This is an optimization exercise on Yosys and OpenROAD, whose aim is small area, a short achievable clock period and few clock cycles, not a production implementation. Only simulation tests tie the RTL to the original design; equivalence was not proved. No activity file was given, so power comes from the tool's default toggle rates.

==> flow/design.v <==
module mem_rd_sel2 (
    input  wire [31:0] a,
    input  wire        sa,
    input  wire [31:0] b,
    input  wire        sb,
    output wire [31:0] yn
);
    assign yn = ~((a & {32{sa}}) | (b & {32{sb}}));
endmodule
module mem_nand4 (
    input  wire [31:0] a, b, c, d,
    output wire [31:0] y
);
    assign y = ~(a & b & c & d);
endmodule
module mem_nor2 (
    input  wire [31:0] a, b,
    output wire [31:0] y
);
    assign y = ~(a | b);
endmodule
module mem_nand2 (
    input  wire [31:0] a, b,
    output wire [31:0] y
);
    assign y = ~(a & b);
endmodule
module mem_dec2 (
    input  wire [1:0] a,
    input  wire       en,
    output wire [3:0] y
);
    assign y[0] = en & ~a[1] & ~a[0];
    assign y[1] = en & ~a[1] &  a[0];
    assign y[2] = en &  a[1] & ~a[0];
    assign y[3] = en &  a[1] &  a[0];
endmodule
module mem_nor4 (
    input  wire [3:0] a,
    output wire       y
);
    assign y = ~|a;
endmodule
module mem_nor3 (
    input  wire [2:0] a,
    output wire       y
);
    assign y = ~|a;
endmodule
module mem_nand3 (
    input  wire [2:0] a,
    output wire       y
);
    assign y = ~&a;
endmodule
module mem_in_range (
    input  wire [21:0] a,
    output wire        y
);
    wire [5:0] z;
    wire [1:0] n;
    mem_nor4  u_z0 (.a(a[3:0]),   .y(z[0]));
    mem_nor4  u_z1 (.a(a[7:4]),   .y(z[1]));
    mem_nor4  u_z2 (.a(a[11:8]),  .y(z[2]));
    mem_nor4  u_z3 (.a(a[15:12]), .y(z[3]));
    mem_nor3  u_z4 (.a(a[18:16]), .y(z[4]));
    mem_nor3  u_z5 (.a(a[21:19]), .y(z[5]));
    mem_nand3 u_n0 (.a(z[2:0]),   .y(n[0]));
    mem_nand3 u_n1 (.a(z[5:3]),   .y(n[1]));
    assign y = ~(n[0] | n[1]);
endmodule
module axi4_lite_system_top #(
    parameter ADDR_WIDTH = 32,
    parameter DATA_WIDTH = 32,
    parameter STRB_WIDTH = DATA_WIDTH/8
)(
    input wire clk,
    input wire reset_n,
    input wire                    write_req,
    input wire [ADDR_WIDTH-1:0]   write_addr,
    input wire [DATA_WIDTH-1:0]   write_data,
    input wire [STRB_WIDTH-1:0]   write_strb,
    output reg                    write_done,
    output reg [1:0]              write_resp,
    input wire                    read_req,
    input wire [ADDR_WIDTH-1:0]   read_addr,
    output reg [DATA_WIDTH-1:0]   read_data,
    output reg                    read_done,
    output reg [1:0]              read_resp
);
    localparam RESP_OKAY   = 2'b00;
    localparam RESP_SLVERR = 2'b10;
    wire wr_valid, rd_valid;
    mem_in_range u_wr_range (.a(write_addr[31:10]), .y(wr_valid));
    mem_in_range u_rd_range (.a(read_addr[31:10]),  .y(rd_valid));
    wire [3:0] wstrb = write_strb & {4{write_req & reset_n & wr_valid}};
    wire [3:0] wp0, wp1, wp2, wp3;
    mem_dec2 u_wdec0 (.a(write_addr[3:2]), .en(1'b1),  .y(wp0));
    mem_dec2 u_wdec1 (.a(write_addr[5:4]), .en(1'b1),  .y(wp1));
    mem_dec2 u_wdec2 (.a(write_addr[7:6]), .en(1'b1),  .y(wp2));
    mem_dec2 u_wdec3 (.a(write_addr[9:8]), .en(1'b1),  .y(wp3));
    wire [15:0] whi = {{4{wp3[3]}} & wp2, {4{wp3[2]}} & wp2, {4{wp3[1]}} & wp2, {4{wp3[0]}} & wp2};
    wire [15:0] wlo = {{4{wp1[3]}} & wp0, {4{wp1[2]}} & wp0, {4{wp1[1]}} & wp0, {4{wp1[0]}} & wp0};
    wire [63:0] whb;    
    genvar h, b, w;
    generate
        for (h = 0; h < 16; h = h + 1) begin : g_whb
            assign whb[4*h +: 4] = wstrb & {4{whi[h]}};
        end
    endgenerate
    wire [3:0] rp0, rp1, rp2, rp3;
    mem_dec2 u_rdec0 (.a(read_addr[3:2]), .en(1'b1),     .y(rp0));
    mem_dec2 u_rdec1 (.a(read_addr[5:4]), .en(1'b1),     .y(rp1));
    mem_dec2 u_rdec2 (.a(read_addr[7:6]), .en(1'b1),     .y(rp2));
    mem_dec2 u_rdec3 (.a(read_addr[9:8]), .en(1'b1),     .y(rp3));
    wire [15:0] rhi = {{4{rp3[3]}} & rp2, {4{rp3[2]}} & rp2, {4{rp3[1]}} & rp2, {4{rp3[0]}} & rp2};
    wire [15:0] rlo = {{4{rp1[3]}} & rp0, {4{rp1[2]}} & rp0, {4{rp1[1]}} & rp0, {4{rp1[0]}} & rp0};
    wire [31:0] word [0:255];
    wire [255:0] rsel;
    generate
        for (w = 0; w < 256; w = w + 1) begin : g_word
            assign rsel[w] = rhi[w / 16] & rlo[w % 16];
            for (b = 0; b < 4; b = b + 1) begin : g_byte
                reg [7:0] q;
                always @(posedge clk)
                    if (whb[4 * (w / 16) + b] & wlo[w % 16])
                        q <= write_data[8*b +: 8];
                assign word[w][8*b +: 8] = q;
            end
        end
    endgenerate
    wire [31:0] l1 [0:127];
    wire [31:0] l2 [0:31];
    wire [31:0] l3 [0:15];
    wire [31:0] l4 [0:7];
    wire [31:0] l5 [0:3];
    wire [31:0] l6 [0:1];
    genvar j;
    generate
        for (j = 0; j < 128; j = j + 1) begin : g_l1
            mem_rd_sel2 u (.a(word[2*j]), .sa(rsel[2*j]), .b(word[2*j+1]), .sb(rsel[2*j+1]), .yn(l1[j]));
        end
        for (j = 0; j < 32; j = j + 1) begin : g_l2
            mem_nand4 u (.a(l1[4*j]), .b(l1[4*j+1]), .c(l1[4*j+2]), .d(l1[4*j+3]), .y(l2[j]));
        end
        for (j = 0; j < 16; j = j + 1) begin : g_l3
            mem_nor2 u (.a(l2[2*j]), .b(l2[2*j+1]), .y(l3[j]));
        end
        for (j = 0; j < 8; j = j + 1) begin : g_l4
            mem_nand2 u (.a(l3[2*j]), .b(l3[2*j+1]), .y(l4[j]));
        end
        for (j = 0; j < 4; j = j + 1) begin : g_l5
            mem_nor2 u (.a(l4[2*j]), .b(l4[2*j+1]), .y(l5[j]));
        end
        for (j = 0; j < 2; j = j + 1) begin : g_l6
            mem_nand2 u (.a(l5[2*j]), .b(l5[2*j+1]), .y(l6[j]));
        end
    endgenerate
    wire [31:0] rd_word = (l6[0] | l6[1]) & {32{rd_valid}};
    always @(posedge clk or negedge reset_n) begin
        if (!reset_n) begin
            write_done <= 1'b0;
            read_done  <= 1'b0;
        end else begin
            write_done <= write_req;
            read_done  <= read_req;
        end
    end
    always @(posedge clk) begin
        write_resp <= wr_valid ? RESP_OKAY : RESP_SLVERR;
        read_resp  <= rd_valid ? RESP_OKAY : RESP_SLVERR;
        read_data  <= rd_word;
    end
endmodule
==> flow/run.sh <==
#!/bin/bash
# synth_recipe.tcl (not shown) runs the flow's synth.tcl, then flattens the netlist and writes it again
# the make line also repeats each setting of config.mk as NAME=value (left out here)
make -C /OpenROAD-flow-scripts/flow DESIGN_CONFIG=/design/flow/config.mk WORK_HOME=/design/flow/orfs CLKGATE_MAP_FILE= SYNTH_SCRIPT=/design/flow/synth_recipe.tcl finish
==> flow/config.mk <==
export PLATFORM = sky130hd
export DESIGN_NAME = axi4_lite_system_top
export DESIGN_NICKNAME = axi4_lite_system_top
export VERILOG_FILES = /design/flow/design.v
export SDC_FILE = /design/flow/constraint.sdc
export NUM_CORES = 8
export LEC_CHECK = 0
export CAP_MARGIN = 20
export CORE_MARGIN = 2
export CORE_UTILIZATION = 55
export CTS_CLUSTER_DIAMETER = 100
export CTS_CLUSTER_SIZE = 30
export SETUP_SLACK_MARGIN = 3.6
export SLEW_MARGIN = 20
export SYNTH_HIERARCHICAL = 1
==> flow/constraint.sdc <==
create_clock -name core_clock -period 7.0 [get_ports {clk}]
set_input_delay 1.4000 -clock core_clock [delete_from_list [all_inputs] [get_ports {clk}]]
set_output_delay 1.4000 -clock core_clock [all_outputs]
set_load 0.01 [all_outputs]
==> results of run 1 <==
[stage by stage]
stage / std cells / area, µm² / utilization / hold WS, ps / total power, mW
2_1_floorplan: 17000 / 305000 / - / 686 / 55.3
3_3_place_gp: 24000 / 315000 / 0.574 / 811 / 56.6
3_5_place_dp: 24000 / 316000 / 0.575 / 814 / 56.6
4_1_cts: 24600 / 334000 / 0.609 / 690 / 78.6
5_1_grt: 24900 / 341000 / 0.620 / 357 / 80.2
6_report: 24900 / 341000 / 0.620 / 394 / 78.6
[modules after synthesis (local to each module, per instance)]
module,cells,copies in the design,cell area (µm²)
axi4_lite_system_top,10000,1,256000
mem_rd_sel2,38,128,289
mem_nand4,32,32,200
mem_nand2,32,10,120
mem_nor2,32,20,120
mem_dec2,4,8,37.5
mem_nor4,1,8,12.5
mem_nor3,1,4,10.0
mem_nand3,1,4,5.00
mem_in_range,1,2,3.75
[power groups by stage]
| stage | clock network [mW] | registers (mW) | logic, mW |
|---|---|---|---|
| CTS | 23.0 | 54.1 | 1.49 |
| global route | 24.5 | 54.1 | 1.59 |
| detailed placement | 0 | 55.2 | 1.40 |
| floorplan | 0 | 55.2 | 0.116 |
| global placement | 0 | 55.2 | 1.35 |
| finish | 22.9 | 54.1 | 1.56 |
[how the worst max path moves through the flow]
stage / from / endpoint / slack, ps / cells past startpoint
after floorplan: write_addr[23] / g_word[64].g_byte[2].q[0] / 3490 / 8
final: write_addr[6] / g_word[167].g_byte[1].q[4] / 3160 / 5
after CTS: write_addr[6] / g_word[164].g_byte[3].q[5] / 3240 / 5
after global routing: write_addr[6] / g_word[167].g_byte[1].q[4] / 3150 / 5
after detailed placement: read_addr[7] / read_data[13] / 610 / 14
after global placement: read_addr[7] / read_data[13] / 610 / 14
[cell type report]
type	instances	area, µm²
flip-flops and latches	8228	247000
fillers	39000	209000
multi-input cells	7663	61300
repair buffers	1329	14700
well taps	7261	9080
clock buffers	372	8220
clock inverters	24	330
diodes	46	115
inverters	2	7.51
[per-layer routing]
layer,track usage,vias to the layer above,part of all wire
li1,-,71200,-
met1,0.472,89400,0.39
met2,0.474,10000,0.45
met3,0.0677,1033,0.12
met4,0.106,6,0.039
met5,0,-,0.000051
[layout by cell type, fill, tap and decap left out, types with 57 or more instances in the layout]
master / instances
a22oi_1: 3995
a22oi_2: 101
buf_12: 260
buf_4: 778
buf_6: 103
buf_8: 59
clkbuf_16: 331
clkdlybuf4s50_1: 58
edfxtp_1: 8192
nand2_1: 178
nand2_2: 130
nand2_4: 57
nand4_1: 1072
nor2_1: 413
nor2_2: 437
nor2_4: 319
nor3_1: 90
nor3_2: 131
nor3_4: 615
[cell families after synthesis]
group	share of synthesized area
buffers and inverters	0.0258
AO/OA/AOI/OAI	0.101
other	0.0000247
flip-flops	0.813
AND/OR/NAND/NOR	0.0602
[critical path, delay by kind of cell]
kind | cells | cell delay, ps
AND/OR/NAND/NOR | 3 | 2060
buffers and inverters | 2 | 1010
[registers in the layout, summed over array words and instances, names as in the netlist]
name,flops
g_word.g_byte.q,8192
read_data,32
read_done,1
read_resp,1
write_done,1
write_resp,1
[repair_timing]
item,in CTS,in global routing
buffers inserted,241,224
resized for setup,1769,513
setup endpoints to repair,8138,6398
pin swaps,281,318
cloned,18,18
==> qor.yml, run 1 <==
run_status:
  outcome: "complete, no violations"
clock_tree:
  cts_htree_levels: 5
  clk_path_buf_depth: 4
  cts_inserted_buffers: 313
  holdBufCountCts: 0
  cts_root_buf: "clkbuf_16"
  cts.reportedPaths.clkPinSlew_ps: 110
  numClockSinks: 8228
  clkLatencyLatePin_ps: 1070
  cts_tree: "yes"
synthesis:
  synth_area_mm2: 0.304
  synthFlopType: "edfxtp_1"
  synth_edf_count: 8192
  synthTopCellsByArea: "edfxtp_1 81%, a22oi_1 10%, nand4_1 2.2%, buf_6 1.5%, nor2_1 1.4%"
  yosys_warnings: 7
  seq_area_frac_synth: 0.813
  synthTopCellsByCount: "8,192 x edfxtp_1, 4,096 x a22oi_1, 1,154 x nor2_1"
  yosys.area.top_type: "edfxtp_1"
  synth.avg_cell_area_um2: 17.9
  syn_inst: 16900
  synth.top_cell.area_share: 0.810
  synth.most_common_cell: "edfxtp_1"
  yosysUniqueCellTypes: 22
  ys_seq_elements: 8228
  synthArstFlopShare: 0.000243
pwr:
  clkPwrFrac: 0.292
  vdd_ir_drop_max_mv: 0.209
  powerDensity_mw_per_mm2: 231
  p_leak_nw: 109
  internal_power_mw: 62.8
  switching_share: 0.201
  seqPwrFrac: 0.688
  combPwrFrac: 0.020
  p_sw_mw: 15.8
floorplan:
  die-area_mm2: 0.558
  fp.dieH_um: 747
  die_w_um: 747
  initial_core_util: 0.553
  rows: 272
  io-pin-count: 142
  core_mm2: 0.549
global_routing:
  grt_max_degree: 137
  grt_pass1_vias: 159000
  grtUsageTotal: 0.318
  antenna_found_initial: 45
  grt-ovfl-total: 0
  grt_pass1_wl_um: 1250000
drt:
  drt-wirelength-per-cell_um: 36.9
  drt_iter0_drc: 27100
  routed_wl_um: 921000
  first_pass_iters: 7
  viasPerCell: 6.89
  postRouteAntennaNets: 0
  vias: 172000
  drc: 0
sta:
  maxSlewViolCount: 0
  rsz0062_at_grt: "true"
  fin_crit_ps: 3840
  tns_ps: 0
  worstMarginPinSlew_ps: 1280
  slew_headroom: 0.147
  max_freq_ghz: 0.260
  hold_viol: 0
  worst_clock_skew_ps: 79.2
  setup_viol: 0
  min_period_over_period: 0.549
  fin_ws_ps: 3160
setup_path:
  cp-start-kind: "primary input"
  timing.rr.end: "read_data[20]"
  rr_startpoint: "g_word[234].g_byte[2].q[4]"
  endpoint_kind: "flip-flop"
  worstPathArrival_ps: 4530
  crit_path_cell_trace: "clkdlybuf4s50_1 -> and3b_4 -> buf_4 -> nand4_1 -> nor2_2"
  setup.worst_path.class: "in -> reg"
  critical_path_required_ps: 7690
  slowest_stage: "and3b_4"
  ff2ff_setup_slack_ps: 4700
  path_max_fanout: 32
  r2r_cells: 11
  slowest_delay_ps: 870
place:
  numPortBuffers: 135
  pre_cts_ws_ps: 611
  place_hpwl_um: 571000
  routabilityCongestion: 0.877
final_layout:
  fin_nets: 17600
  layout-drive-gt1-share: 0.198
  syn2layout_area_growth_pct: 12.2
min_path:
  worstHoldPathType: "in -> async"
flow_run:
  max-cap-violations: 0
Testbench counts, summed over its fixed seeds: cycles 4,800.
==> inputs of run 2 (changes only) <==
--- a/flow/config.mk
+++ b/flow/config.mk
@@ -5,11 +5,11 @@
 export SDC_FILE = /design/flow/constraint.sdc
 export NUM_CORES = 8
 export LEC_CHECK = 0
-export CAP_MARGIN = 20
+export CAP_MARGIN = 40
 export CORE_MARGIN = 2
 export CORE_UTILIZATION = 55
 export CTS_CLUSTER_DIAMETER = 100
 export CTS_CLUSTER_SIZE = 30
 export SETUP_SLACK_MARGIN = 3.6
-export SLEW_MARGIN = 20
+export SLEW_MARGIN = 60
 export SYNTH_HIERARCHICAL = 1
==> run 2 against run 1 <==
Effect of this change:
- still clean
- clock skew decreased by 17 ps
- clock power about the same
- combinational power increased by 12%
- setup slack improved by 340 ps
- critical path type unchanged
- largest power group unchanged
==> qor.yml, run 2 <==
setup_path:
  worstPathArrival_ps: 4410  # -120 ps
  critical_path_required_ps: 7900  # +210 ps
  timing.rr.end: "read_data[2]"
  ff2ff_setup_slack_ps: 4660  # -40 ps
  rr_startpoint: "g_word[232].g_byte[0].q[2]"
  endpoint_kind: "flip-flop"
  crit_end: "read_data[2]"
  cp-start-kind: "primary input"
  critPathLaunch: "read_addr[4]"
  setup.worst_path.class: "in -> reg"
  path_max_fanout: 6  # -81%
  r2r_cells: 8  # -3
sta:
  setup_viol: 0  # unchanged
  slew_headroom: 0.488  # +0.341
  maxSlewViolCount: 0  # unchanged
  min_period_over_period: 0.501  # -0.0482
  worstMarginPinSlew_ps: 765  # -514 ps
  worst_clock_skew_ps: 61.8  # -17.4 ps
  tns_ps: 0  # unchanged
  fin_crit_ps: 3510  # -337 ps
  max_freq_ghz: 0.285  # +9.6%
  rsz0062_at_grt: "true"
  hold_viol: 0  # unchanged
min_path:
  worstHoldPathType: "in -> async"
global_routing:
  grt_max_degree: 113  # -18%
  grt_pass1_vias: 161000  # +1.0%
  grtUsageTotal: 0.319  # +0.00135
  grt-ovfl-total: 0  # unchanged
  grt_pass1_wl_um: 1250000  # +0.60%
  antenna_found_initial: 46  # +2.2%
clock_tree:
  numClockSinks: 8228  # unchanged
  clk_path_buf_depth: 4  # unchanged
  holdBufCountCts: 0  # unchanged
  cts_root_buf: "clkbuf_16"
  cts_tree: "yes"
  cts_inserted_buffers: 313  # unchanged
  cts_htree_levels: 5  # unchanged
  cts.reportedPaths.clkPinSlew_ps: 110  # about the same
  clkLatencyLatePin_ps: 1060  # about the same
final_layout:
  regMostFlops: "g_word.g_byte.q"
  seq_area_mm2: 0.247  # unchanged
  final_cell_mix: "8,192 x edfxtp_1, 3,988 x a22oi_1, 1,072 x nand4_1, 766 x buf_4, 619 x nor3_4"
  layout-drive-gt1-share: 0.216  # +0.0185
  syn2layout_area_growth_pct: 13.9
  fin_nets: 18000  # +2.0%
  layout_commonest_cell: "edfxtp_1"
  multi_input_area_mm2: 0.0619  # +0.88%
  largest_reg_flops: 8192  # unchanged
  top_regs: "g_word.g_byte.q x8192, read_data x32"
  num-fill-cells: 38400  # -1.5%
synthesis:
  synth.most_common_cell: "edfxtp_1"
  seq_area_frac_synth: 0.813  # unchanged
  ys_seq_elements: 8228  # unchanged
  yosys.area.top_type: "edfxtp_1"
  synth.top_cell.area_share: 0.810  # unchanged
  synthTopCellsByArea: "edfxtp_1 81%, a22oi_1 10%, nand4_1 2.2%, buf_6 1.5%, nor2_1 1.4%"
  synthTopCellsByCount: "8,192 x edfxtp_1, 4,096 x a22oi_1, 1,154 x nor2_1"
  synthArstFlopShare: 0.000243  # unchanged
  yosys_warnings: 7  # unchanged
  yosysUniqueCellTypes: 22  # unchanged
  synthFlopType: "edfxtp_1"
  synth_area_mm2: 0.304  # unchanged
  synth.avg_cell_area_um2: 17.9  # unchanged
  synth_edf_count: 8192  # unchanged
  syn_inst: 16900  # unchanged
floorplan:
  core_mm2: 0.549  # unchanged
  die_w_um: 747  # unchanged
  die-area_mm2: 0.558  # unchanged
  io-pin-count: 142  # unchanged
  fp.dieH_um: 747  # unchanged
  rows: 272  # unchanged
  initial_core_util: 0.553  # unchanged
pwr:
  total_power_mw: 78.6  # +0.11%
  vdd_ir_drop_max_mv: 0.223  # +6.8%
  clkPwrFrac: 0.290  # -0.002
  combPwrFrac: 0.022  # +0.002
  seqPwrFrac: 0.687  # about the same
  internal_power_mw: 62.9  # +0.23%
  powerDensity_mw_per_mm2: 227  # -1.4%
  switching_share: 0.200  # -0.00100
  p_sw_mw: 15.7  # -0.39%
  p_leak_nw: 112  # +2.9%
drt:
  first_pass_iters: 6  # -1
  postRouteAntennaNets: 0  # unchanged
  drt_iter0_drc: 26200  # -3.4%
  viasPerCell: 6.86  # -0.39%
  drc: 0  # unchanged
  vias: 173000  # +0.89%
  routed_wl_um: 919000  # -0.19%
  drt-wirelength-per-cell_um: 36.4  # -1.5%
flow_run:
  max-cap-violations: 0  # unchanged
place:
  place_hpwl_um: 600000  # +5.1%
  routabilityCongestion: 0.877  # unchanged
  numPortBuffers: 135  # unchanged
run_status:
  outcome: "complete, no violations"
## run 2: changes by cell type in the layout (fill, tap and decap cells not counted), sizes merged, moves of 2 or more
cell           before   now
clkdlybuf4s50      58    51
buf              1218  1551
nor2             1169  1158
clkbuf            389   409
dlymetal6s2s        3     6
bufbuf              2     5
clkdlybuf4s15       1     3
diode              46    22
dlygate4sd2        30    34
inv                15    10
clkinv             11     8
clkdlybuf4s18       0     9
## run 2: cells by family (layout without fill, tap and decap cells)
kind of cell | Yosys count | count (layout) | synth area share
AND/OR/NAND/NOR | 3514 | 3518 | 0.0602
AO/OA/AOI/OAI | 4096 | 4096 | 0.101
buffers and inverters | 1097 | 2087 | 0.0258
other | 2 | 56 | 0.0000247
flip-flops | 8228 | 8228 | 0.813
## run 2: area by class of cell
cell class	instances	share of cell area
multi-input cells	7648	0.179
diodes	22	0.000159
repair buffers	1697	0.0567
clock inverters	17	0.000651
well taps	7261	0.0263
clock buffers	371	0.0238
inverters	2	0.0000217
flip-flops and latches	8228	0.713
## run 2: Yosys stat by module (local to each module, per instance), excerpt
module	area [µm²]	cells inside	flip-flops and latches
axi4_lite_system_top	256000	10000	8228
mem_dec2	37.5	4	0
mem_in_range	3.75	1	0
mem_nand2	120	32	0
mem_nand3	5.00	1	0
mem_nand4	200	32	0
mem_nor2	120	32	0
mem_nor3	10.0	1	0
mem_nor4	12.5	1	0
## run 2: critical path, stage by stage
cell and delay [ps]:
clkdlybuf4s15_2 250, and3b_4 310, nand2_8 180, buf_4 150
buf_4 140, nor2_4 60, buf_4 140, a22oi_1 280
nand4_1 220, nor2_1 330, nand2_2 230, nor2_4 290
nand2_4 200, nor2_1 150, nor2_1 50
## run 2: power by group through the flow
stage	Clock [mW]	Sequential [mW]	Combinational (mW)
after floorplan	0	55.2	0.116
after global placement	0	55.2	1.35
after detailed placement	0	55.2	1.60
after CTS	23.0	54.1	1.64
after global routing	24.5	54.1	1.78
final	22.8	54.1	1.74
## run 2: per-layer routing
metal | global-route usage | vias to the layer above | part of all wire | wire [µm]
met5 | 0 | - | 0.000065 | 60
met4 | 0.108 | 8 | 0.041 | 38000
met3 | 0.0646 | 1152 | 0.12 | 109000
met2 | 0.474 | 9740 | 0.45 | 412000
met1 | 0.477 | 90400 | 0.39 | 360000
li1 | - | 71900 | - | -
## run 2: worst min-delay path by stage
stage	startpoint	endpoint	cells past startpoint	slack [ps]
detailed placement	g_word[85].g_byte[0].q[2]	read_data[2]	8	810
global route	reset_n	read_done	1	220
global placement	g_word[85].g_byte[0].q[2]	read_data[2]	8	810
CTS	reset_n	write_done	1	180
finish	reset_n	read_done	1	270
floorplan	g_word[83].g_byte[0].q[0]	read_data[0]	8	690
## run 2: timing repair
action / in CTS / in global routing
gates resized for setup: 987 / 398
setup endpoints to repair: 2556 / 3190
pin swaps: 290 / 289
buffers inserted: 233 / 180
gates cloned: 8 / 25
hold endpoints to repair: 0 / 0
## run 2: through the flow
stage | utilization | area, µm² | setup WS [ps] | instances | hold WS [ps]
5_1_grt | 0.630 | 346000 | 3490 | 25200 | 220
3_5_place_dp | 0.593 | 326000 | 951 | 24300 | 810
6_report | 0.630 | 346000 | 3490 | 25200 | 267
2_1_floorplan | - | 305000 | 3490 | 17000 | 686
3_3_place_gp | 0.574 | 315000 | 610 | 24000 | 811
4_1_cts | 0.620 | 341000 | 3560 | 25000 | 176
==> inputs of run 3 (changes only) <==
--- a/flow/config.mk
+++ b/flow/config.mk
@@ -10,6 +10,6 @@
 export CORE_UTILIZATION = 55
 export CTS_CLUSTER_DIAMETER = 100
 export CTS_CLUSTER_SIZE = 30
-export SETUP_SLACK_MARGIN = 3.6
+export SETUP_SLACK_MARGIN = 4.0
 export SLEW_MARGIN = 60
 export SYNTH_HIERARCHICAL = 1
==> run 3 against run 2 <==
Effect of this change:
- still clean on timing, DRC and antenna
- clock skew is 17 ps lower
- die area stayed put
- synthesized area stayed put
- global-route usage is 0.70 points higher
- largest cell class unchanged
- combinational power is 2% higher
- setup slack better by 320 ps
==> qor.yml, run 3 <==
setup_path:
  critical_path_required_ps: 7900  # about the same
  worstPathArrival_ps: 4090  # -320 ps
  endpoint_kind: "flip-flop"
  path_max_fanout: 7  # +1
  r2r_cells: 8  # unchanged
  setup.worst_path.class: "in -> reg"
  cp-start-kind: "primary input"
sta:
  setup_viol: 0  # unchanged
  fin_crit_ps: 3190  # -318 ps
  max_freq_ghz: 0.314  # +10%
  hold_viol: 0  # unchanged
  min_period_over_period: 0.455  # -0.0454
  maxSlewViolCount: 0  # unchanged
  worstMarginPinSlew_ps: 747  # -18.0 ps
  fin_ws_ps: 3810  # +318 ps
  tns_ps: 0  # unchanged
  slew_headroom: 0.500  # +0.0120
  worst_clock_skew_ps: 44.7  # -17.1 ps
  whs_ps: 332  # +65.5 ps
  rsz0062_at_grt: "true"
pwr:
  total_power_mw: 78.6  # about the same
  p_leak_nw: 114  # +1.7%
  switching_share: 0.200  # about the same
  internal_power_mw: 62.9  # about the same
  combPwrFrac: 0.023  # about the same
  clkPwrFrac: 0.290  # about the same
  vdd_ir_drop_max_mv: 0.198  # -11%
  seqPwrFrac: 0.687  # about the same
  powerDensity_mw_per_mm2: 222  # -2.2%
  p_sw_mw: 15.7  # about the same
drt:
  routed_wl_um: 939000  # +2.1%
  drt-wirelength-per-cell_um: 36.7  # +0.78%
  first_pass_iters: 8  # +2
  viasPerCell: 6.81  # -0.79%
  drt_iter0_drc: 26200  # +0.16%
  vias: 174000  # +0.54%
  drc: 0  # unchanged
  postRouteAntennaNets: 0  # unchanged
final_layout:
  layout-drive-gt1-share: 0.253  # +0.0365
  final_cell_mix: "8,192 x edfxtp_1, 3,741 x a22oi_1, 1,072 x nand4_1, 921 x buf_4, 579 x nor3_4"
  seq_area_mm2: 0.247  # about the same
  multi_input_area_mm2: 0.0645  # +4.3%
  regMostFlops: "g_word.g_byte.q"
  final_core_util: 0.644  # +0.0139
  fin_nets: 18300  # +1.8%
  syn2layout_area_growth_pct: 16.5
  layout_commonest_cell: "edfxtp_1"
  largest_reg_flops: 8192  # unchanged
  final_cell_area_mm2: 0.354  # +2.2%
  num-fill-cells: 37700  # -2.0%
  top_regs: "g_word.g_byte.q x8192, read_data x32"
  fin_cells: 25600  # +1.3%
place:
  routabilityCongestion: 0.915  # +4.3%
  pre_cts_ws_ps: 924  # -26.4 ps
  place_hpwl_um: 613000  # +2.2%
  dp_cells: 24400  # +0.086%
  numPortBuffers: 135  # unchanged
  placedInstanceArea_mm2: 0.326  # about the same
floorplan:
  core_mm2: 0.549  # unchanged
  die-area_mm2: 0.558  # unchanged
  initial_core_util: 0.553  # unchanged
  rows: 272  # unchanged
  io-pin-count: 142  # unchanged
  die_w_um: 747  # unchanged
  fp.dieH_um: 747  # unchanged
clock_tree:
  cts_htree_levels: 5  # unchanged
  clk_path_buf_depth: 4  # unchanged
  holdBufCountCts: 0  # unchanged
  clkLatencyLatePin_ps: 1040  # -20 ps
  cts_tree: "yes"
  cts_inserted_buffers: 312  # -0.32%
  cts_root_buf: "clkbuf_16"
  numClockSinks: 8228  # unchanged
  cts.reportedPaths.clkPinSlew_ps: 110  # about the same
global_routing:
  grt_max_degree: 105  # -7.1%
  grt-ovfl-total: 0  # unchanged
  grtUsageTotal: 0.326  # +0.00697
  antenna_found_initial: 31  # -33%
  grt_pass1_vias: 163000  # +1.5%
  grt_pass1_wl_um: 1280000  # +1.8%
synthesis:
  synth.top_cell.area_share: 0.810  # unchanged
  syn_inst: 16900  # unchanged
  synthTopCellsByCount: "8,192 x edfxtp_1, 4,096 x a22oi_1, 1,154 x nor2_1"
  synthTopCellsByArea: "edfxtp_1 81%, a22oi_1 10%, nand4_1 2.2%, buf_6 1.5%, nor2_1 1.4%"
  yosysUniqueCellTypes: 22  # unchanged
  synth.most_common_cell: "edfxtp_1"
  synth_edf_count: 8192  # unchanged
  synth_area_mm2: 0.304  # unchanged
  yosys.area.top_type: "edfxtp_1"
  ys_seq_elements: 8228  # unchanged
  synthFlopType: "edfxtp_1"
  synthArstFlopShare: 0.000243  # unchanged
  seq_area_frac_synth: 0.813  # unchanged
  yosys_warnings: 7  # unchanged
  synth.avg_cell_area_um2: 17.9  # unchanged
flow_run:
  max-cap-violations: 0  # unchanged
run_status:
  outcome: "complete, no violations"
min_path:
  worstHoldPathType: "in -> async"
==> run 3: changes by cell type in the layout (fill, tap and decap cells not counted), moves of 62 or more <==
cell | before | now
a22oi_1 | 3988 | 3741
a22oi_2 | 108 | 355
nor2_2 | 389 | 320
nor2_4 | 393 | 570
nor3_1 | 91 | 153
nand2_4 | 68 | 146
buf_6 | 160 | 256
buf_4 | 766 | 921
buf_12 | 252 | 386
nor2_1 | 376 | 266
==> run 3: routing by layer <==
layer	GRT usage	vias up	routed length [µm]
met3	0.0498	1274	96500
met4	0.130	6	48800
met2	0.511	9358	440000
met5	0	-	32
met1	0.465	90900	354000
li1	-	72600	-
==> run 3: worst paths after layout <==
kind | startpoint | to | slack [ps]
min in group core_clock | write_data[23] | g_word[20].g_byte[2].q[7] | 640
min | reset_n | read_done | 330
max reg2reg | g_word[100].g_byte[0].q[0] | read_data[0] | 4890
min reg2reg | g_word[115].g_byte[3].q[7] | read_data[31] | 800
max in group asynchronous | reset_n | write_done | 6330
max | read_addr[4] | read_data[0] | 3810
==> run 3: critical path: stages <==
cell and delay [ps]:
buf_8 110, and3b_4 270, nand2_8 110, buf_12 180, buf_12 160, nor2_4 80, buf_12 150, a22oi_2 200
nand4_1 420, nor2_4 480, nand2_4 160, nor2_2 130, nand2_1 60, nor2_2 90, nor2_1 40
==> run 3: cells by family (layout without fill, tap and decap cells) <==
group	count (synthesis)	after routing	synth area share
buf+inv	1097	2420	0.0258
compound gates	4096	4096	0.101
flops	8228	8228	0.813
other cells	2	59	0.0000247
simple gates	3514	3521	0.0602
==> run 3: Yosys stat by module, one instance, submodules excluded <==
module | cell area, µm² | times used
mem_nand3 | 5.00 | 4
mem_nand4 | 200 | 32
mem_rd_sel2 | 289 | 128
axi4_lite_system_top | 256000 | 1
mem_nand2 | 120 | 10
mem_nor3 | 10.0 | 4
mem_in_range | 3.75 | 2
mem_nor4 | 12.5 | 8
mem_nor2 | 120 | 20
mem_dec2 | 37.5 | 8
==> run 3: cell type report <==
class,instances,share of cell area
clock buffers,376,0.0234
multi-input cells,7651,0.182
flip-flops and latches,8228,0.698
well taps,7261,0.0257
inverters,2,0.0000212
diodes,25,0.000177
repair buffers,2026,0.0696
clock inverters,16,0.000432
==> run 3: timing repair <==
action,CTS,global route
gates cloned,37,27
buffers inserted,521,190
endpoints found under the hold margin,0,0
resized for setup,1780,748
pin swaps,581,634
setup endpoints to repair,7766,3740
==> run 3: power groups by stage <==
| stage | registers, mW | logic (mW) | clock network (mW) |
|---|---|---|---|
| after floorplan | 55.2 | 0.144 | 0 |
| after global placement | 55.2 | 1.40 | 0 |
| after detailed placement | 55.2 | 1.59 | 0 |
| after CTS | 54.1 | 1.67 | 23.0 |
| after global routing | 54.1 | 1.81 | 24.4 |
| final | 54.1 | 1.78 | 22.8 |
==> inputs of run 4 (changes only) <==
--- a/flow/design.v
+++ b/flow/design.v
@@ -25,15 +25,65 @@
 );
     assign y = ~(a & b);
 endmodule
-module mem_dec2 (
-    input  wire [1:0] a,
-    input  wire       en,
-    output wire [3:0] y
-);
-    assign y[0] = en & ~a[1] & ~a[0];
-    assign y[1] = en & ~a[1] &  a[0];
-    assign y[2] = en &  a[1] & ~a[0];
-    assign y[3] = en &  a[1] &  a[0];
+module mem_dec4 (
+    input  wire [3:0]  a,
+    output wire [15:0] y
+);
+    genvar k;
+    generate
+        for (k = 0; k < 16; k = k + 1) begin : g_k
+            assign y[k] = (a == k);
+        end
+    endgenerate
+endmodule
+module mem_dec4_n (
+    input  wire [3:0]  a,
+    output wire [15:0] y_n
+);
+    genvar k;
+    generate
+        for (k = 0; k < 16; k = k + 1) begin : g_k
+            assign y_n[k] = ~(a == k);
+        end
+    endgenerate
+endmodule
+module mem_whb (
+    input  wire [15:0] whi,
+    input  wire [3:0]  wstrb,
+    output wire [63:0] whb_n
+);
+    genvar h;
+    generate
+        for (h = 0; h < 16; h = h + 1) begin : g_h
+            assign whb_n[4*h +: 4] = ~(wstrb & {4{whi[h]}});
+        end
+    endgenerate
+endmodule
+module mem_wen (
+    input  wire [3:0] whb_n,
+    input  wire       wlo_n,
+    output wire [3:0] en
+);
+    assign en = ~(whb_n | {4{wlo_n}});
+endmodule
+module mem_rsel (
+    input  wire [15:0]  hi_n,
+    input  wire [15:0]  lo_n,
+    output wire [255:0] sel
+);
+    genvar w;
+    generate
+        for (w = 0; w < 256; w = w + 1) begin : g_w
+            assign sel[w] = ~(hi_n[w / 16] | lo_n[w % 16]);
+        end
+    endgenerate
+endmodule
+module mem_rd_out (
+    input  wire [31:0] a, b,
+    input  wire        v,
+    output wire [31:0] y
+);
+    assign y = (a | b) & {32{v}};
 endmodule
 module mem_nor4 (
     input  wire [3:0] a,
@@ -93,37 +143,27 @@
     wire wr_valid, rd_valid;
     mem_in_range u_wr_range (.a(write_addr[31:10]), .y(wr_valid));
     mem_in_range u_rd_range (.a(read_addr[31:10]),  .y(rd_valid));
-    wire [3:0] wstrb = write_strb & {4{write_req & reset_n & wr_valid}};
-    wire [3:0] wp0, wp1, wp2, wp3;
-    mem_dec2 u_wdec0 (.a(write_addr[3:2]), .en(1'b1),  .y(wp0));
-    mem_dec2 u_wdec1 (.a(write_addr[5:4]), .en(1'b1),  .y(wp1));
-    mem_dec2 u_wdec2 (.a(write_addr[7:6]), .en(1'b1),  .y(wp2));
-    mem_dec2 u_wdec3 (.a(write_addr[9:8]), .en(1'b1),  .y(wp3));
-    wire [15:0] whi = {{4{wp3[3]}} & wp2, {4{wp3[2]}} & wp2, {4{wp3[1]}} & wp2, {4{wp3[0]}} & wp2};
-    wire [15:0] wlo = {{4{wp1[3]}} & wp0, {4{wp1[2]}} & wp0, {4{wp1[1]}} & wp0, {4{wp1[0]}} & wp0};
-    wire [63:0] whb;    
-    genvar h, b, w;
-    generate
-        for (h = 0; h < 16; h = h + 1) begin : g_whb
-            assign whb[4*h +: 4] = wstrb & {4{whi[h]}};
-        end
-    endgenerate
-    wire [3:0] rp0, rp1, rp2, rp3;
-    mem_dec2 u_rdec0 (.a(read_addr[3:2]), .en(1'b1),     .y(rp0));
-    mem_dec2 u_rdec1 (.a(read_addr[5:4]), .en(1'b1),     .y(rp1));
-    mem_dec2 u_rdec2 (.a(read_addr[7:6]), .en(1'b1),     .y(rp2));
-    mem_dec2 u_rdec3 (.a(read_addr[9:8]), .en(1'b1),     .y(rp3));
-    wire [15:0] rhi = {{4{rp3[3]}} & rp2, {4{rp3[2]}} & rp2, {4{rp3[1]}} & rp2, {4{rp3[0]}} & rp2};
-    wire [15:0] rlo = {{4{rp1[3]}} & rp0, {4{rp1[2]}} & rp0, {4{rp1[1]}} & rp0, {4{rp1[0]}} & rp0};
+    wire [3:0]  wstrb = write_strb & {4{write_req & reset_n & wr_valid}};
+    wire [15:0] whi, wlo_n;
+    wire [63:0] whb_n;
+    mem_dec4   u_wdec_hi (.a(write_addr[9:6]), .y(whi));
+    mem_dec4_n u_wdec_lo (.a(write_addr[5:2]), .y_n(wlo_n));
+    mem_whb    u_whb     (.whi(whi), .wstrb(wstrb), .whb_n(whb_n));
+    wire [15:0]  rhi_n, rlo_n;
+    wire [255:0] rsel;
+    mem_dec4_n u_rdec_hi (.a(read_addr[9:6]), .y_n(rhi_n));
+    mem_dec4_n u_rdec_lo (.a(read_addr[5:2]), .y_n(rlo_n));
+    mem_rsel   u_rsel    (.hi_n(rhi_n), .lo_n(rlo_n), .sel(rsel));
     wire [31:0] word [0:255];
-    wire [255:0] rsel;
+    genvar b, w;
     generate
         for (w = 0; w < 256; w = w + 1) begin : g_word
-            assign rsel[w] = rhi[w / 16] & rlo[w % 16];
+            wire [3:0] wen;
+            mem_wen u_wen (.whb_n(whb_n[4 * (w / 16) +: 4]), .wlo_n(wlo_n[w % 16]), .en(wen));
             for (b = 0; b < 4; b = b + 1) begin : g_byte
                 reg [7:0] q;
                 always @(posedge clk)
-                    if (whb[4 * (w / 16) + b] & wlo[w % 16])
+                    if (wen[b])
                         q <= write_data[8*b +: 8];
                 assign word[w][8*b +: 8] = q;
             end
@@ -156,7 +196,8 @@
             mem_nand2 u (.a(l5[2*j]), .b(l5[2*j+1]), .y(l6[j]));
         end
     endgenerate
-    wire [31:0] rd_word = (l6[0] | l6[1]) & {32{rd_valid}};
+    wire [31:0] rd_word;
+    mem_rd_out u_rd_out (.a(l6[0]), .b(l6[1]), .v(rd_valid), .y(rd_word));
     always @(posedge clk or negedge reset_n) begin
         if (!reset_n) begin
             write_done <= 1'b0;
==> run 4 against run 3 <==
Effect of this change:
- wire length shrank 3.8%
- non-clock buffer count shrank 627
- first-iteration DRC count shrank 5.4%
- synthesized cell count shrank 1.8%
- total power grew 1.1%
- clock power is essentially flat
- final area shrank 3.1%
- final cell count shrank 3.0%
- clock-buffer cell count shrank 14
- largest cell class unchanged
- highest routed layer unchanged
==> qor.yml, run 4 <==
flow_run:
  max-cap-violations: 0  # unchanged
synthesis:
  synth_simple_gate_area_frac: 0.0532  # -0.00694
  synthTopCellsByArea: "edfxtp_1 82%, a22oi_1 10%, nor2_1 2.4%, nand4_1 2.1%, buf_6 1.7%"
  synthAdderAreaFrac: 0  # unchanged
  seq_area_frac_synth: 0.820  # +0.00717
  synth_area_mm2: 0.301  # -0.87%
  yosys_warnings: 7  # unchanged
  syn_inst: 16600  # -1.8%
  yosysUniqueCellTypes: 30  # +36%
  synth_xor_area_frac: 0  # unchanged
  synth_compound_area_frac: 0.103  # +0.00169
  synthTopCellsByCount: "8,192 x edfxtp_1, 4,096 x a22oi_1, 1,907 x nor2_1"
  synth_mux_area_frac: 0  # unchanged
  synth.most_common_cell: "edfxtp_1"
  ys_seq_elements: 8228  # unchanged
  yosys.area.top_type: "edfxtp_1"
  synthArstFlopShare: 0.000243  # unchanged
  synthFlopType: "edfxtp_1"
  synth_edf_count: 8192  # unchanged
  synth.top_cell.area_share: 0.817  # +0.00715
  synth_top_family_by_area: "compound AO/OA/AOI/OAI gates"
  synth.avg_cell_area_um2: 18.1  # +0.93%
final_layout:
  largest_reg_flops: 8192  # unchanged
  final_core_util: 0.629  # -0.0147
  syn2layout_area_growth_pct: 13.9
  fin_nets: 17600  # -3.9%
  layout_commonest_cell: "edfxtp_1"
  regMostFlops: "g_word.g_byte.q"
  final_cell_mix: "8,192 x edfxtp_1, 3,784 x a22oi_1, 1,027 x nand4_1, 1,027 x nor2_4, 633 x nor2_2"
  layout-drive-gt1-share: 0.228  # -0.0243
  top_regs: "g_word.g_byte.q x8192, read_data x32"
  num-fill-cells: 37800  # +0.27%
clock_tree:
  cts_tree: "yes"
  cts_root_buf: "clkbuf_16"
  cts.reportedPaths.clkPinSlew_ps: 110  # about the same
  clkLatencyLatePin_ps: 1030  # about the same
  holdBufCountCts: 0  # unchanged
  cts_inserted_buffers: 312  # unchanged
  cts_htree_levels: 5  # unchanged
  clk_path_buf_depth: 4  # unchanged
  numClockSinks: 8228  # unchanged
sta:
  fin_crit_ps: 3210  # +18.6 ps
  max_freq_ghz: 0.312  # -0.58%
  min_period_over_period: 0.458  # +0.00265
  setup_viol: 0  # unchanged
  worstMarginPinSlew_ps: 685  # -62.2 ps
  hold_viol: 0  # unchanged
  tns_ps: 0  # unchanged
  slew_headroom: 0.543  # +0.0432
  worst_clock_skew_ps: 54.7  # +10.0 ps
  maxSlewViolCount: 0  # unchanged
  rsz0062_at_grt: "true"
global_routing:
  grt_max_degree: 99  # -5.7%
  antenna_found_initial: 22  # -29%
  grt-ovfl-total: 0  # unchanged
  grt_pass1_wl_um: 1230000  # -3.6%
  grt_pass1_vias: 158000  # -3.3%
  grtUsageTotal: 0.318  # -0.00789
floorplan:
  core_mm2: 0.545  # -0.80%
  die-area_mm2: 0.553  # -0.87%
  initial_core_util: 0.552  # about the same
  io-pin-count: 142  # unchanged
  fp.dieH_um: 744  # -0.44%
  rows: 271  # -0.37%
  die_w_um: 744  # -0.44%
setup_path:
  slowest_delay_ps: 620  # +140 ps
  crit_family: "simple AND/OR/NAND/NOR gates"
  cp.buffers_inverters: 6  # +2
  cp-start-kind: "primary input"
  critical_path_required_ps: 7960  # +60 ps
  ff2ff_setup_slack_ps: 4890  # about the same
  setup.worst_path.class: "in -> reg"
  timing.rr.end: "read_data[14]"
  cp_common_cell: "buf_12"
  path_max_fanout: 8  # +1
  crit_path_cell_trace: "buf_12 -> or4_4 -> buf_12 -> buf_6 -> buf_12 -> nor2_4 -> buf_12 -> buf_12 -> a22oi_2 -> nand4_1 -> nor2_4 -> nand2_4 -> nor2_4 -> nand2_4 -> o21a_1"
  slowest_stage: "or4_4"
  critPathLaunch: "read_addr[4]"
  endpoint_kind: "flip-flop"
  rr_startpoint: "g_word[120].g_byte[1].q[6]"
  r2r_cells: 7  # -1
  worstPathArrival_ps: 4170  # +80 ps
pwr:
  clkPwrFrac: 0.285  # -0.005
  combPwrFrac: 0.035  # +0.012
  p_leak_nw: 101  # -11%
  internal_power_mw: 63.2  # +0.45%
  powerDensity_mw_per_mm2: 232  # +4.3%
  p_sw_mw: 16.3  # +3.7%
  seqPwrFrac: 0.680  # -0.007
  vdd_ir_drop_max_mv: 0.196  # -1.1%
  switching_share: 0.205  # +0.00516
  total_power_mw: 79.5  # +1.1%
drt:
  viasPerCell: 6.82  # +0.17%
  routed_wl_um: 903000  # -3.8%
  drt_iter0_drc: 24800  # -5.4%
  drt-wirelength-per-cell_um: 36.4  # -0.77%
  first_pass_iters: 6  # -2
  drc: 0  # unchanged
  vias: 169000  # -2.9%
  postRouteAntennaNets: 0  # unchanged
min_path:
  worstHoldPathType: "in -> async"
run_status:
  outcome: "complete, no violations"
place:
  place_hpwl_um: 593000  # -3.2%
  routabilityCongestion: 0.898  # -1.9%
  numPortBuffers: 135  # unchanged
-- run 4: cell types whose count changed after synthesis, sizes merged, moves of 12 or more --
cell	previous run	this run
and3b	16	0
nand4	1078	1027
or4b	0	12
nor2	1154	1922
buf	956	852
nand4bb	0	18
nand2	402	384
clkbuf	139	9
nor3	836	4
nand4b	0	12
o21a	0	32
-- run 4: power by group through the flow --
stage	logic, mW	clock network (mW)	registers, mW
4_1_cts	2.58	22.9	54.1
3_5_place_dp	2.39	0	55.2
6_report	2.78	22.7	54.1
3_3_place_gp	2.16	0	55.2
5_1_grt	2.80	24.3	54.1
2_1_floorplan	0.397	0	55.2
-- run 4: routing by layer --
layer  share of wire  global-route usage
met1            0.40               0.479
met5         0.00010                   0
met4           0.042               0.111
met3            0.10              0.0460
met2            0.45               0.481
-- run 4: logic make-up after synthesis --
group	Yosys count
AO/OA/AOI/OAI	4128
buffers and inverters	863
flip-flops	8228
other	1
AND/OR/NAND/NOR	3414
-- run 4: repair_timing --
item / 4_1_cts / 5_1_grt
buffers inserted: 312 / 134
gates resized for setup: 1496 / 647
pin swaps: 366 / 433
cloned: 18 / 23
endpoints found under the setup margin: 7412 / 3987
-- run 4: how the worst max path moves through the flow --
stage | endpoint | slack [ps] | depth (start not counted)
floorplan | g_word[103].g_byte[0].q[0] | 2740 | 3
global placement | read_data[16] | 850 | 12
detailed placement | read_data[1] | 1460 | 14
CTS | read_data[12] | 3870 | 13
global route | read_data[12] | 3880 | 13
finish | read_data[1] | 3790 | 15
-- run 4: cell type report --
| class | instances | area (µm²) | share of cell area |
|---|---|---|---|
| Clock inverter | 16 | 191 | 0.000559 |
| Tap cell | 7234 | 9050 | 0.0264 |
| Multi-Input combinational cell | 7556 | 60100 | 0.175 |
| Clock buffer | 362 | 8270 | 0.0241 |
| Antenna cell | 13 | 32.5 | 0.0000949 |
| Sequential cell | 8228 | 247000 | 0.720 |
| Timing Repair Buffer | 1399 | 18200 | 0.0531 |
| Inverter | 2 | 7.51 | 0.0000219 |
-- run 4: per-module statistics from Yosys (local to each module, per instance), excerpt --
module                cell area, µm²  flops+latches  cells  copies in the design
mem_nand3                       5.00              0      1                     4
mem_whb                          339              0     72                     1
mem_nor3                        10.0              0      1                     4
axi4_lite_system_top          247000           8228   8237                     1
mem_rsel                        1690              0    320                     1
mem_nor2                         120              0     32                    20
-- run 4: per-stage QoR --
step                cells  hold slack (ps)  instance area [µm²]  setup WS, ps
finish              24800              576               343000          3790
global placement    23700              752               313000           852
CTS                 24600              504               338000          3870
detailed placement  23900              767               320000          1460
global route        24800              560               343000          3880
floorplan           16600              680               305000          2740
Testbench counts of run 4, summed over its fixed seeds: cycles 4,800.
==> inputs of run 5 (changes only) <==
--- a/flow/config.mk
+++ b/flow/config.mk
@@ -7,7 +7,7 @@
 export LEC_CHECK = 0
 export CAP_MARGIN = 40
 export CORE_MARGIN = 2
-export CORE_UTILIZATION = 55
+export CORE_UTILIZATION = 65
 export CTS_CLUSTER_DIAMETER = 100
 export CTS_CLUSTER_SIZE = 30
 export SETUP_SLACK_MARGIN = 4.0
==> run 5 against run 4 <==
Effect of this change:
- still clean on timing, DRC and antenna
- via count is 2.0% higher
- global-route usage is 5.7 points higher
- clock-buffer cell count is 6 higher
- largest cell class unchanged
==> qor.yml, run 5 <==
run_status:
  outcome: "complete, no violations"
setup_path:
  slowest_delay_ps: 350  # -270 ps
  slowest_stage: "a22oi_1"
  cp-start-kind: "primary input"
  setup.worst_path.class: "in -> reg"
  r2r_cells: 7  # unchanged
  endpoint_kind: "flip-flop"
  worstPathArrival_ps: 4080  # -90 ps
  path_max_fanout: 32  # +24
  critical_path_required_ps: 7910  # -50 ps
  crit_path_cell_trace: "clkbuf_16 -> buf_12 -> nand4bb_4 -> buf_12 -> buf_8 -> nor2_2 -> buf_4 -> a22oi_1 -> nand4_1 -> nor2_1 -> nand2_2 -> nor2_2 -> nand2_4 -> o21a_1"
place:
  place_hpwl_um: 588000  # -0.99%
  dp_cells: 22800  # -4.6%
  numPortBuffers: 135  # unchanged
  pre_cts_ws_ps: 1480  # +20.7 ps
  routabilityCongestion: 0.915  # +1.9%
pwr:
  vdd_ir_drop_max_mv: 0.209  # +6.6%
  powerDensity_mw_per_mm2: 231  # -0.63%
  p_leak_nw: 101  # about the same
final_layout:
  fin_cells: 23700  # -4.3%
  layout_commonest_cell: "edfxtp_1"
  regMostFlops: "g_word.g_byte.q"
  syn2layout_area_growth_pct: 14.2
  largest_reg_flops: 8192  # unchanged
  top_regs: "g_word.g_byte.q x8192, read_data x32"
  fin_nets: 17600  # +0.068%
  final_cell_mix: "8,192 x edfxtp_1, 3,795 x a22oi_1, 1,388 x nor2_4, 1,027 x nand4_1, 510 x buf_4"
  layout-drive-gt1-share: 0.228  # -0.000611
drt:
  dr_wl_met3_um: 114000  # +23%
  drt-wirelength-per-cell_um: 37.8  # +3.7%
  met2_length_um: 412000  # +0.47%
  postRouteAntennaNets: 0  # unchanged
  drt_iter0_drc: 26900  # +8.2%
  viasPerCell: 7.27  # +6.6%
  first_pass_iters: 7  # +1
  route.layer.met1.wl_um: 318000  # -12%
  drc: 0  # unchanged
  routed_wl_um: 896000  # -0.76%
  vias: 173000  # +2.0%
  top_layer_used: "met4"
clock_tree:
  cts_tree: "yes"
  cts.reportedPaths.clkPinSlew_ps: 110  # about the same
  clkLatencyLatePin_ps: 1030  # about the same
  cts_root_buf: "clkbuf_16"
  clk_path_buf_depth: 4  # unchanged
  cts_htree_levels: 5  # unchanged
  cts_inserted_buffers: 312  # unchanged
  numClockSinks: 8228  # unchanged
floorplan:
  die-area_mm2: 0.468  # -15%
  core_mm2: 0.460  # -15%
  initial_core_util: 0.654  # +0.101
  rows: 249  # -8.1%
  die_w_um: 684  # -8.0%
  fp.dieH_um: 684  # -8.0%
  io-pin-count: 142  # unchanged
sta:
  setup_viol: 0  # unchanged
  rsz0062_at_grt: "true"
  slew_headroom: 0.507  # -0.0364
  worstMarginPinSlew_ps: 740  # +54.6 ps
  min_period_over_period: 0.453  # -0.00470
  max_freq_ghz: 0.315  # +1.0%
  hold_viol: 0  # unchanged
  worst_clock_skew_ps: 42.4  # -12.3 ps
  maxSlewViolCount: 0  # unchanged
  tns_ps: 0  # unchanged
  fin_crit_ps: 3170  # -32.9 ps
  fin_ws_ps: 3830  # +32.9 ps
synthesis:
  yosysUniqueCellTypes: 30  # unchanged
  synth.top_cell.area_share: 0.817  # unchanged
  syn_inst: 16600  # unchanged
  synth.avg_cell_area_um2: 18.1  # unchanged
  seq_area_frac_synth: 0.820  # unchanged
  ys_seq_elements: 8228  # unchanged
  synthFlopType: "edfxtp_1"
  synthTopCellsByArea: "edfxtp_1 82%, a22oi_1 10%, nor2_1 2.4%, nand4_1 2.1%, buf_6 1.7%"
  yosys_warnings: 7  # unchanged
  synth_area_mm2: 0.301  # unchanged
  synthTopCellsByCount: "8,192 x edfxtp_1, 4,096 x a22oi_1, 1,907 x nor2_1"
  synth.most_common_cell: "edfxtp_1"
  yosys.area.top_type: "edfxtp_1"
  synthArstFlopShare: 0.000243  # unchanged
  synth_edf_count: 8192  # unchanged
global_routing:
  grt-ovfl-total: 0  # unchanged
  grtUsageTotal: 0.375  # +0.0565
  grt_pass1_vias: 163000  # +3.5%
  grt_max_degree: 107  # +8.1%
  antenna_found_initial: 18  # -18%
  grt_pass1_wl_um: 1220000  # -0.53%
flow_run:
  max-cap-violations: 0  # unchanged
min_path:
  worstHoldPathType: "in -> async"
==> run 5: through the flow <==
step / total power [mW] / util / hold slack, ps / area [µm²]
after global placement: 57.4 / 0.677 / 788 / 312000
after floorplan: 55.6 / - / 680 / 305000
after CTS: 79.1 / 0.733 / 524 / 338000
after detailed placement: 57.6 / 0.692 / 777 / 319000
final: 79.2 / 0.746 / 586 / 344000
after global routing: 80.8 / 0.746 / 569 / 344000
==> run 5: cells by family (layout without fill, tap and decap cells) <==
family / after synthesis / after routing / share of synthesized area
simple gates: 3414 / 3454 / 0.0532
compound gates: 4128 / 4128 / 0.103
buf+inv: 863 / 1763 / 0.0239
other cells: 1 / 14 / 0.0000125
flops: 8228 / 8228 / 0.820
==> run 5: layout make-up <==
type | instances | area (µm²)
antenna | 12 | 30.0
clock buffer | 368 | 8290
clock inverter | 10 | 95.1
fill | 26300 | 117000
inverter | 2 | 7.51
multi-input combinational | 7584 | 62300
sequential | 8228 | 247000
tap | 6149 | 7690
timing repair buffer | 1383 | 18300
==> run 5: per-module statistics from Yosys, one instance, submodules excluded, excerpt <==
module       cells inside  times used
mem_dec4               20           1
mem_dec4_n             20           3
mem_nand2              32          10
mem_nor2               32          20
mem_nor4                1           8
mem_rd_sel2            38         128
mem_wen                 4         256
==> run 5: power breakdown <==
part	switching (mW)	internal [mW]	leakage (nW)
clock	13.8	8.51	4.10
combinational	2.24	0.610	23.0
sequential	0.000175	54.1	73.9
==> run 5: path summary, 6_finish.rpt <==
kind | startpoint | slack (ps) | end
setup / recovery | read_addr[5] | 3830 | read_data[4]
min in group core_clock | write_data[27] | 640 | g_word[0].g_byte[3].q[3]
max in group asynchronous | reset_n | 6230 | write_done
hold / removal | reset_n | 590 | read_done
setup reg to reg | g_word[254].g_byte[0].q[1] | 4920 | read_data[1]
hold reg to reg | g_word[187].g_byte[1].q[2] | 820 | read_data[10]
==> run 5: routing by layer <==
metal  vias up  global-route usage
met5         -                   0
met4         0               0.185
met3      1734              0.0754
met2     11800               0.571
met1     88700               0.527
li1      70300                   -
==> run 5: what timing repair did <==
item | CTS | global route
buffers inserted | 247 | 220
gates cloned | 28 | 27
pin swaps | 367 | 465
gates resized for setup | 2069 | 567
hold buffers | 0 | 0
setup endpoints to repair | 8260 | 7066
==> run 5: critical path, delay by kind of cell <==
kind	cells	cell delay, ps
buffers and inverters	5	920
AOI/OAI and AO/OA	2	580
and+or+nand+nor	7	1150
==> inputs of run 6 (changes only) <==
--- a/flow/design.v
+++ b/flow/design.v
@@ -44,6 +44,18 @@
     generate
         for (k = 0; k < 16; k = k + 1) begin : g_k
             assign y_n[k] = ~(a == k);
+        end
+    endgenerate
+endmodule
+module mem_dec4_en_n (
+    input  wire [3:0]  a,
+    input  wire        en,
+    output wire [15:0] y_n
+);
+    genvar k;
+    generate
+        for (k = 0; k < 16; k = k + 1) begin : g_k
+            assign y_n[k] = ~((a == k) & en);
         end
     endgenerate
 endmodule
@@ -143,11 +155,11 @@
     wire wr_valid, rd_valid;
     mem_in_range u_wr_range (.a(write_addr[31:10]), .y(wr_valid));
     mem_in_range u_rd_range (.a(read_addr[31:10]),  .y(rd_valid));
-    wire [3:0]  wstrb = write_strb & {4{write_req & reset_n & wr_valid}};
+    wire [3:0]  wstrb = write_strb & {4{write_req & reset_n}};
     wire [15:0] whi, wlo_n;
     wire [63:0] whb_n;
-    mem_dec4   u_wdec_hi (.a(write_addr[9:6]), .y(whi));
-    mem_dec4_n u_wdec_lo (.a(write_addr[5:2]), .y_n(wlo_n));
+    mem_dec4      u_wdec_hi (.a(write_addr[9:6]), .y(whi));
+    mem_dec4_en_n u_wdec_lo (.a(write_addr[5:2]), .en(wr_valid), .y_n(wlo_n));
     mem_whb    u_whb     (.whi(whi), .wstrb(wstrb), .whb_n(whb_n));
     wire [15:0]  rhi_n, rlo_n;
     wire [255:0] rsel;
==> run 6 against run 5 <==
Effect of this change:
- still clean
- synthesized area about the same
- critical path depth increased by 3
- register-to-register slack got worse by 240 ps
- via count decreased by 1.5%
- largest cell class unchanged
- sequential power about the same
- first-iteration DRC count decreased by 3.4%
==> qor.yml, run 6 <==
setup_path:
  setup.worst_path.class: "in -> reg"
  slowest_stage: "nor2_4"
  path_max_fanout: 7  # -78%
  worstPathArrival_ps: 4260  # +180 ps
  cp-start-kind: "primary input"
  slowest_delay_ps: 310  # -40 ps
  cp.buffers_inverters: 8  # +3
  crit_path_cell_trace: "buf_12 -> buf_8 -> nand4b_1 -> buf_6 -> buf_6 -> buf_8 -> buf_12 -> nor2_4 -> buf_12 -> a22oi_1 -> nand4_1 -> nor2_4 -> nand2_4 -> nor2_4 -> nand2_4 -> buf_4 -> o21a_1"
  endpoint_kind: "flip-flop"
  critical_path_required_ps: 7900  # about the same
  crit_family: "simple AND/OR/NAND/NOR gates"
final_layout:
  syn2layout_area_growth_pct: 12.7
  layout-drive-gt1-share: 0.217  # -0.0109
  final_cell_mix: "8,192 x edfxtp_1, 3,812 x a22oi_1, 1,026 x nand4_1, 1,016 x nor2_4, 583 x buf_4"
  fin_nets: 17500  # -0.61%
  num-fill-cells: 27000  # +2.7%
  largest_reg_flops: 8192  # unchanged
  layout_commonest_cell: "edfxtp_1"
  regMostFlops: "g_word.g_byte.q"
  top_regs: "g_word.g_byte.q x8192, read_data x32"
sta:
  max_freq_ghz: 0.298  # -5.4%
  rsz0062_at_grt: "true"
  maxSlewViolCount: 0  # unchanged
  min_period_over_period: 0.479  # +0.0260
  fin_ws_ps: 3650  # -182 ps
  tns_ps: 0  # unchanged
  fin_crit_ps: 3350  # +182 ps
  hold_viol: 0  # unchanged
  slew_headroom: 0.498  # -0.00888
  worstMarginPinSlew_ps: 753  # +13.3 ps
  setup_viol: 0  # unchanged
  worst_clock_skew_ps: 50.9  # +8.48 ps
  whs_ps: 610  # +23.9 ps
global_routing:
  grt_max_degree: 102  # -4.7%
  antenna_found_initial: 26  # +8
  grtUsageTotal: 0.366  # -0.00825
  grt_pass1_vias: 162000  # -0.89%
  grt_pass1_wl_um: 1200000  # -1.7%
  grt-ovfl-total: 0  # unchanged
synthesis:
  synthTopCellsByCount: "8,192 x edfxtp_1, 4,096 x a22oi_1, 1,908 x nor2_1"
  synth_area_mm2: 0.301  # about the same
  seq_area_frac_synth: 0.820  # about the same
  yosysUniqueCellTypes: 34  # +13%
  synth_edf_count: 8192  # unchanged
  synthTopCellsByArea: "edfxtp_1 82%, a22oi_1 10%, nor2_1 2.4%, nand4_1 2.1%, buf_6 1.7%"
  synth.avg_cell_area_um2: 18.1  # about the same
  syn_inst: 16600  # +0.018%
  yosys.area.top_type: "edfxtp_1"
  synth.top_cell.area_share: 0.818  # about the same
  synthFlopType: "edfxtp_1"
  synthArstFlopShare: 0.000243  # unchanged
  ys_seq_elements: 8228  # unchanged
  yosys_warnings: 7  # unchanged
  synth.most_common_cell: "edfxtp_1"
drt:
  drt_iter0_drc: 25900  # -3.4%
  drc: 0  # unchanged
  first_pass_iters: 6  # -1
  vias: 170000  # -1.5%
  viasPerCell: 7.19  # -1.1%
  routed_wl_um: 875000  # -2.4%
  drt-wirelength-per-cell_um: 37.0  # -2.0%
  postRouteAntennaNets: 0  # unchanged
clock_tree:
  cts.reportedPaths.clkPinSlew_ps: 110  # about the same
  clkLatencyLatePin_ps: 1030  # about the same
  clk_path_buf_depth: 4  # unchanged
  cts_tree: "yes"
  cts_inserted_buffers: 312  # unchanged
  numClockSinks: 8228  # unchanged
  cts_root_buf: "clkbuf_16"
  cts_htree_levels: 5  # unchanged
run_status:
  outcome: "complete, no violations"
floorplan:
  core_mm2: 0.460  # unchanged
  rows: 249  # unchanged
  io-pin-count: 142  # unchanged
  initial_core_util: 0.653  # about the same
  die-area_mm2: 0.468  # about the same
  fp.dieH_um: 684  # about the same
  die_w_um: 684  # about the same
pwr:
  p_leak_nw: 100  # -0.57%
  vdd_ir_drop_max_mv: 0.230  # +10%
  powerDensity_mw_per_mm2: 233  # +0.88%
min_path:
  worstHoldPathType: "in -> async"
place:
  place_hpwl_um: 577000  # -1.8%
  pre_cts_ws_ps: 650  # -831 ps
  routabilityCongestion: 0.909  # -0.66%
  numPortBuffers: 135  # unchanged
flow_run:
  max-cap-violations: 0  # unchanged
## run 6: cells by family (layout without fill, tap and decap cells)
kind of cell,count (synthesis),after routing,share of synthesized area
other,1,9,0.0000125
DFF,8228,8228,0.820
AOI/OAI and AO/OA,4128,4128,0.103
and+or+nand+nor,3421,3423,0.0531
buffers and inverters,859,1708,0.0239
## run 6: stage by stage
stage / cells / utilization / instance area (µm²) / total power [mW]
detailed placement: 22800 / 0.686 / 316000 / 57.3
finish: 23600 / 0.737 / 339000 / 78.9
global placement: 22600 / 0.672 / 309000 / 57.1
CTS: 23500 / 0.727 / 335000 / 78.8
floorplan: 16600 / - / 303000 / 55.6
global route: 23600 / 0.736 / 339000 / 80.6
## run 6: repair_timing
item                        CTS  global route
setup buffers               264           131
hold buffers                  0             0
pin swaps                   460           337
cloned                       31            14
setup endpoints to repair  7766          3508
gates resized for setup    1901           401
## run 6: worst reg2reg max path: stages (launching register included)
cell and delay (ps):
edfxtp_1 380, a22oi_1 310, nand4_1 250, nor2_1 270, nand2_1 320, nor2_4 310, nand2_4 140, o21a_1 220
## run 6: power breakdown
part / internal (mW) / leakage [nW] / switching (mW) / total (mW)
clock network: 8.54 / 4.12 / 13.8 / 22.3
registers: 54.1 / 73.9 / 0.000132 / 54.1
logic: 0.575 / 22.4 / 1.94 / 2.51
total: 63.2 / 100 / 15.7 / 78.9
## run 6: area by class of cell
cell class	count	area [µm²]	area share
Timing Repair Buffer	1307	16900	0.0500
Multi-Input combinational cell	7553	59200	0.175
Clock inverter	9	108	0.000317
Clock buffer	390	8360	0.0246
Antenna cell	7	17.5	0.0000517
Inverter	2	7.51	0.0000221
Sequential cell	8228	247000	0.728
Tap cell	6149	7690	0.0227
## run 6: final timing paths
path / end / slack, ps / startpoint / cells past startpoint
worst min-delay path: read_done / 610 / reset_n / 1
max in group asynchronous: write_done / 6200 / reset_n / 1
worst min register to register: read_data[1] / 780 / g_word[89].g_byte[0].q[1] / 7
worst max-delay path: read_data[17] / 3650 / read_addr[8] / 17
min in group core_clock: write_resp[1] / 670 / write_addr[19] / 5
worst max register to register: read_data[15] / 4680 / g_word[128].g_byte[1].q[7] / 7
## run 6: modules after synthesis, one instance, submodules excluded, a selection
module	copies in the design	flops+latches
mem_dec4_en_n	1	0
axi4_lite_system_top	1	8228
mem_nor4	8	0
mem_wen	256	0
mem_dec4	1	0
mem_nand3	4	0
mem_nor2	20	0
mem_rd_sel2	128	0
mem_dec4_n	2	0
mem_nand2	10	0
mem_whb	1	0
## run 6: routing by layer
layer / global-route usage / routed length [µm]
met2: 0.566 / 406000
met1: 0.519 / 314000
met3: 0.0735 / 109000
met5: 0 / 46
met4: 0.156 / 45500
Testbench counts of run 6, summed over its fixed seeds: cycles 4,800.

port drivers added, routing unchanged:
The flow's constraints put no driver on any port. The routed layouts listed below were extracted and timed again, unchanged, in two steps.
Step 1 (the two cells are an assumption about what drives the block):
set clk [get_ports {clk}]
set_driving_cell -lib_cell sky130_fd_sc_hd__clkbuf_16 $clk
set_driving_cell -lib_cell sky130_fd_sc_hd__buf_2 [delete_from_list [all_inputs] $clk]
Step 2 adds t to the input delays and takes it off the output delays; t is the mean of the earliest and latest rising clock arrival at the registers after step 1. Input paths then give back, and output paths get back, about the clock's delay inside the block.
a / b / c = no drivers / after step 1 / after step 2; a / b = the first two.
| run | shift t [ns] | slack for setup (ns) | worst setup path at the end |
|---|---|---|---|
| run 1 | 1.155 | 3.158 / 3.158 / 2.003 | input to register |
| run 2 | 1.150 | 3.495 / 3.450 / 2.300 | input to register |
| run 3 | 1.148 | 3.813 / 3.741 / 2.593 | input to register |
| run 4 | 1.131 | 3.794 / 3.522 / 2.390 | input to register |
| run 5 | 1.135 | 3.827 / 3.699 / 2.564 | input to register |
| run 6 | 1.144 | 3.645 / 3.575 / 2.431 | input to register |
After both steps every run listed still meets setup and hold. The setup slack of run 4, which loses most, moves by -0.272 ns with the drivers and by -1.404 ns with both steps.
